This design comes from an exercise in tuning for small area, a short achievable clock period and few clock cycles on the open sky130 flow, not from production work.
RTL that was checked went through simulation tests only; none was proved equivalent to the original.
No activity file was given, so power comes from the tool's default toggle rates.

the reference run:
==> flow/design.v (excerpt) <==
module GenTrianglePoints(
   i_clk, i_rst, i_start, i_v1, i_v2, i_v3,
   o_write, o_done, o_point
);
Size: ~2600 cells after synthesis, roughly 370 flip-flops, about 230 I/O pins, ~24000 µm² of cells after synthesis.
==> flow/config.mk <==
export PLATFORM = sky130hd
export DESIGN_NAME = GenTrianglePoints
export DESIGN_NICKNAME = GenTrianglePoints
export VERILOG_FILES = /design/flow/design.v
export SDC_FILE = /design/flow/constraint.sdc
export NUM_CORES = 4
export LEC_CHECK = 0
export CAP_MARGIN = 30
export CORE_MARGIN = 2
export CORE_UTILIZATION = 30
export CTS_CLUSTER_DIAMETER = 60
export CTS_CLUSTER_SIZE = 20
export PLACE_DENSITY = 0.8
export SLEW_MARGIN = 20
==> flow/constraint.sdc <==
create_clock -name core_clock -period 24.0 [get_ports {i_clk}]
set_input_delay 4.8000 -clock core_clock [delete_from_list [all_inputs] [get_ports {i_clk}]]
set_output_delay 4.8000 -clock core_clock [all_outputs]
set_load 0.01 [all_outputs]
standard.sh (not shown) runs the stock make flow with config.mk's settings and CLKGATE_MAP_FILE= SYNTH_SCRIPT=/design/flow/synth_recipe.tcl, a recipe that flattens the netlist after the stock synthesis.
==> flow/flow/run.sh <==
#!/bin/bash
# The standard layout, with plain buffers (rather than delay buffers) on the ports.
set -euo pipefail
export BUFFER_PORTS_ARGS="-buffer_cell sky130_fd_sc_hd__buf_2"
bash standard.sh > standard.log 2>&1
Testbench counts of the reference run, summed over its fixed seeds: cycles 177,751.
The inputs of the trial run differ from those of the reference run as listed below.
-- flow/design.v --
<<< the reference run, line 48
   wire signed [14:0] vx0 = dlx(w0), vx1 = dlx(w1), vx2 = dlx(w2);
   wire signed [14:0] vy0 = dly(w0), vy1 = dly(w1), vy2 = dly(w2);
   reg [10:0] x, y, yhi;
   reg        xone;       
   reg        yhm;        
>>> the trial run, line 48
   wire signed [14:0] vx0 = dlx(w0), vx1 = dlx(w1), vx2 = dlx(w2);
   wire signed [14:0] vy0 = dly(w0), vy1 = dly(w1), vy2 = dly(w2);
   reg [10:0] x, y, xlo, yhi;
   reg        xone;       
   reg        yhm;        
<<< the reference run, line 160
   wire ao_sum  = out_test(sg0, sg1, sg2, dir,
                           dyp0, dyp1, dyp2, dyn0, dyn1, dyn2);
   wire [10:0] xlo = xone ? x : 11'd0;
   wire [10:0] xhi = xone ? x : SCREEN_WIDTH - 1;
   wire [10:0] xb = dir ? xlo : xhi;           
   wire [10:0] xa = dir ? xhi : xlo;           
>>> the trial run, line 160
   wire ao_sum  = out_test(sg0, sg1, sg2, dir,
                           dyp0, dyp1, dyp2, dyn0, dyn1, dyn2);
   wire [10:0] xhi = xone ? xlo : SCREEN_WIDTH - 1;
   wire [10:0] xb = dir ? xlo : xhi;           
   wire [10:0] xa = dir ? xhi : xlo;           
<<< the reference run, line 235
      end
      if (st_box) begin
         xone <= (bx0 > SCREEN_WIDTH - 1);  {yhm, yhi} <= cmaxy;
      end
      if (st_box)
>>> the trial run, line 234
      end
      if (st_box) begin
         xlo <= bx0[10:0];  xone <= (bx0 > SCREEN_WIDTH - 1);  {yhm, yhi} <= cmaxy;
      end
      if (st_box)
==> results.txt <==
The final layout from the reference run, which completed every stage, passed the timing, design-rule and antenna checks at the end of the flow.
The trial run: full flow OK, the timing, design-rule and antenna checks passed
Re number of antenna violations at the first check in global routing: the trial run and the reference run aren't equal, and the lower value belongs to the reference run.
Compared with the reference run, the trial run shows a higher share of the synthesized area in compound gates (AO/OA/AOI/OAI).
Compared with the reference run, the trial run shows antenna diode instance count higher by 1.
Setup slack: the trial run less than the reference run
Depth of the worst register-to-register path in the trial run vs the reference run: up 4
Against the reference run, instance count of the mapped netlist in the trial run rose by a few percent.
Max number of clock buffer instances in the layout across the trial run and the reference run: the trial run
Footprint of the multi-input gates (lower): the reference run
Testbench counts of the trial run, summed over its fixed seeds: cycles 177,487.

---

v6:
GenTrianglePoints, a different RTL version from the one above (not shown whole).
Size: ~3500 cells after synthesis, about 230 I/O pins, roughly 0.033 mm² of cells after synthesis.
make LEC_CHECK=0 CAP_MARGIN=30 CORE_MARGIN=2 CORE_UTILIZATION=30 SLEW_MARGIN=20 finish   # period 24.0 ns
run.sh (not shown) runs the stock make flow with config.mk's settings and CLKGATE_MAP_FILE= SYNTH_SCRIPT=/design/flow/synth_recipe.tcl, a recipe that flattens the netlist after the stock synthesis.
Stock flow here: none of the scripts above is used.
The following lists how v7 was set up differently from v6:
--- a/flow/design.v
+++ b/flow/design.v
@@ -69,52 +69,18 @@
    wire [31:0] p0w = a0 ^ b0w;
    wire [31:0] p1w = a1 ^ b1w;
    wire [31:0] p2w = a2 ^ b2w;
    wire z0 = (p0w[0] == c0) & (&(p0w[31:1] ~^ (a0[30:0] | b0w[30:0])));
    wire z1 = (p1w[0] == c1) & (&(p1w[31:1] ~^ (a1[30:0] | b1w[30:0])));
    wire z2 = (p2w[0] == c2) & (&(p2w[31:1] ~^ (a2[30:0] | b2w[30:0])));
-   wire sg0 = p0w[31] ^ carry31(a0[30:0], b0w[30:0], c0);
-   wire sg1 = p1w[31] ^ carry31(a1[30:0], b1w[30:0], c1);
-   wire sg2 = p2w[31] ^ carry31(a2[30:0], b2w[30:0], c2);
    wire dyp0 = ~my0[15] & (|my0);
    wire dyp1 = ~my1[15] & (|my1);
    wire dyp2 = ~my2[15] & (|my2);
    wire dyn0 = my0[15];
    wire dyn1 = my1[15];
    wire dyn2 = my2[15];
-   function carry31;
-      input [30:0] fa, fb;
-      input        fc;
-      reg [31:0] g, p;
-      reg [15:0] g1, p1;
-      reg [7:0]  g2, p2;
-      reg [3:0]  g3, p3;
-      reg [1:0]  g4, p4;
-      integer i;
-      begin
-         g = {fa & fb, fc};
-         p = {fa ^ fb, 1'b0};
-         for (i = 0; i < 16; i = i + 1) begin
-            g1[i] = g[2*i+1] | (p[2*i+1] & g[2*i]);
-            p1[i] = p[2*i+1] & p[2*i];
-         end
-         for (i = 0; i < 8; i = i + 1) begin
-            g2[i] = g1[2*i+1] | (p1[2*i+1] & g1[2*i]);
-            p2[i] = p1[2*i+1] & p1[2*i];
-         end
-         for (i = 0; i < 4; i = i + 1) begin
-            g3[i] = g2[2*i+1] | (p2[2*i+1] & g2[2*i]);
-            p3[i] = p2[2*i+1] & p2[2*i];
-         end
-         for (i = 0; i < 2; i = i + 1) begin
-            g4[i] = g3[2*i+1] | (p3[2*i+1] & g3[2*i]);
-            p4[i] = p3[2*i+1] & p3[2*i];
-         end
-         carry31 = g4[1] | (p4[1] & g4[0]);
-      end
-   endfunction
    function out_test;
       input        sg0, sg1, sg2, zr0, zr1, zr2;   
       input        towards;    
       input        p0, p1, p2, q0, q1, q2;  
       reg le0, le1, le2, ge0, ge1, ge2, nd0, nd1, nd2, ni0, ni1, ni2;
       begin
@@ -125,17 +91,17 @@
          nd1 = towards ? ~q1 : ~p1;  ni1 = towards ? ~p1 : ~q1;
          nd2 = towards ? ~q2 : ~p2;  ni2 = towards ? ~p2 : ~q2;
          out_test = ((le0 & nd0) | (le1 & nd1) | (le2 & nd2)) &
                     ((ge0 & ni0) | (ge1 & ni1) | (ge2 & ni2));
       end
    endfunction
-   wire s_in = (~sg0 & ~z0 & ~sg1 & ~z1 & ~sg2 & ~z2) |
-               (sg0 & sg1 & sg2);
-   wire bo_sum  = out_test(sg0, sg1, sg2, z0, z1, z2, ~dir,
+   wire s_in = (~s0[31] & ~z0 & ~s1[31] & ~z1 & ~s2[31] & ~z2) |
+               (s0[31] & s1[31] & s2[31]);
+   wire bo_sum  = out_test(s0[31], s1[31], s2[31], z0, z1, z2, ~dir,
                            dyp0, dyp1, dyp2, dyn0, dyn1, dyn2);
-   wire ao_sum  = out_test(sg0, sg1, sg2, z0, z1, z2, dir,
+   wire ao_sum  = out_test(s0[31], s1[31], s2[31], z0, z1, z2, dir,
                            dyp0, dyp1, dyp2, dyn0, dyn1, dyn2);
    wire [10:0] xb = dir ? xlo : xhi;           
    wire [10:0] xa = dir ? xhi : xlo;           
    wire at_b = (x == xb);
    wire at_a = (x == xa);
    wire last_row = (y == yhi);
Notes after the runs:
- v7 reached the end of the flow, and the finished layout is clean on the timing, design-rule and antenna checks.
- Total power draw of v7 is on par with v6.
- For met3 track demand over resource in global routing, v6 and v7 come out practically identical.
- Going from v6 to v7, share of final-layout standard cells stronger than drive strength 1 shrinks by 0.43 points.
- Sort v6 and v7 by cell area, ascending, and v6 comes first.
- v7 vs. v6: final wirelength climbed about 5%, maximum vdd drop dropped about 36%.
No functional check of the RTL was part of any run of this note.

## afterwards: timing with drivers on the ports
How much do the figures lean on ideal ports? The routed layouts below were timed once more, with nothing changed but the port constraints.
Step 1, drivers: a clkbuf_16 drives i_clk and a buf_2 each remaining input, both assumed.
Step 2 also shifts input and output timing later by t, the mid clock arrival at the registers, as if the neighbouring blocks saw the same clock.
a / b / c = ideal / step 1 / step 2; a / b = the first two.
| run | t, ns | setup WS [ns] | slew at the worst register clock pin (ns) |
|---|---|---|---|
| the reference run | 0.655 | 18.122 / 18.056 / 18.415 | 0.09 / 0.09 |
| the trial run | 0.662 | 18.112 / 18.055 / 18.454 | 0.09 / 0.09 |
| v6 | 0.656 | 15.491 / 15.491 / 15.491 | 0.07 / 0.07 |
| v7 | 0.659 | 15.405 / 15.405 / 15.405 | 0.07 / 0.07 |
After both steps setup and hold are still met in every run listed.
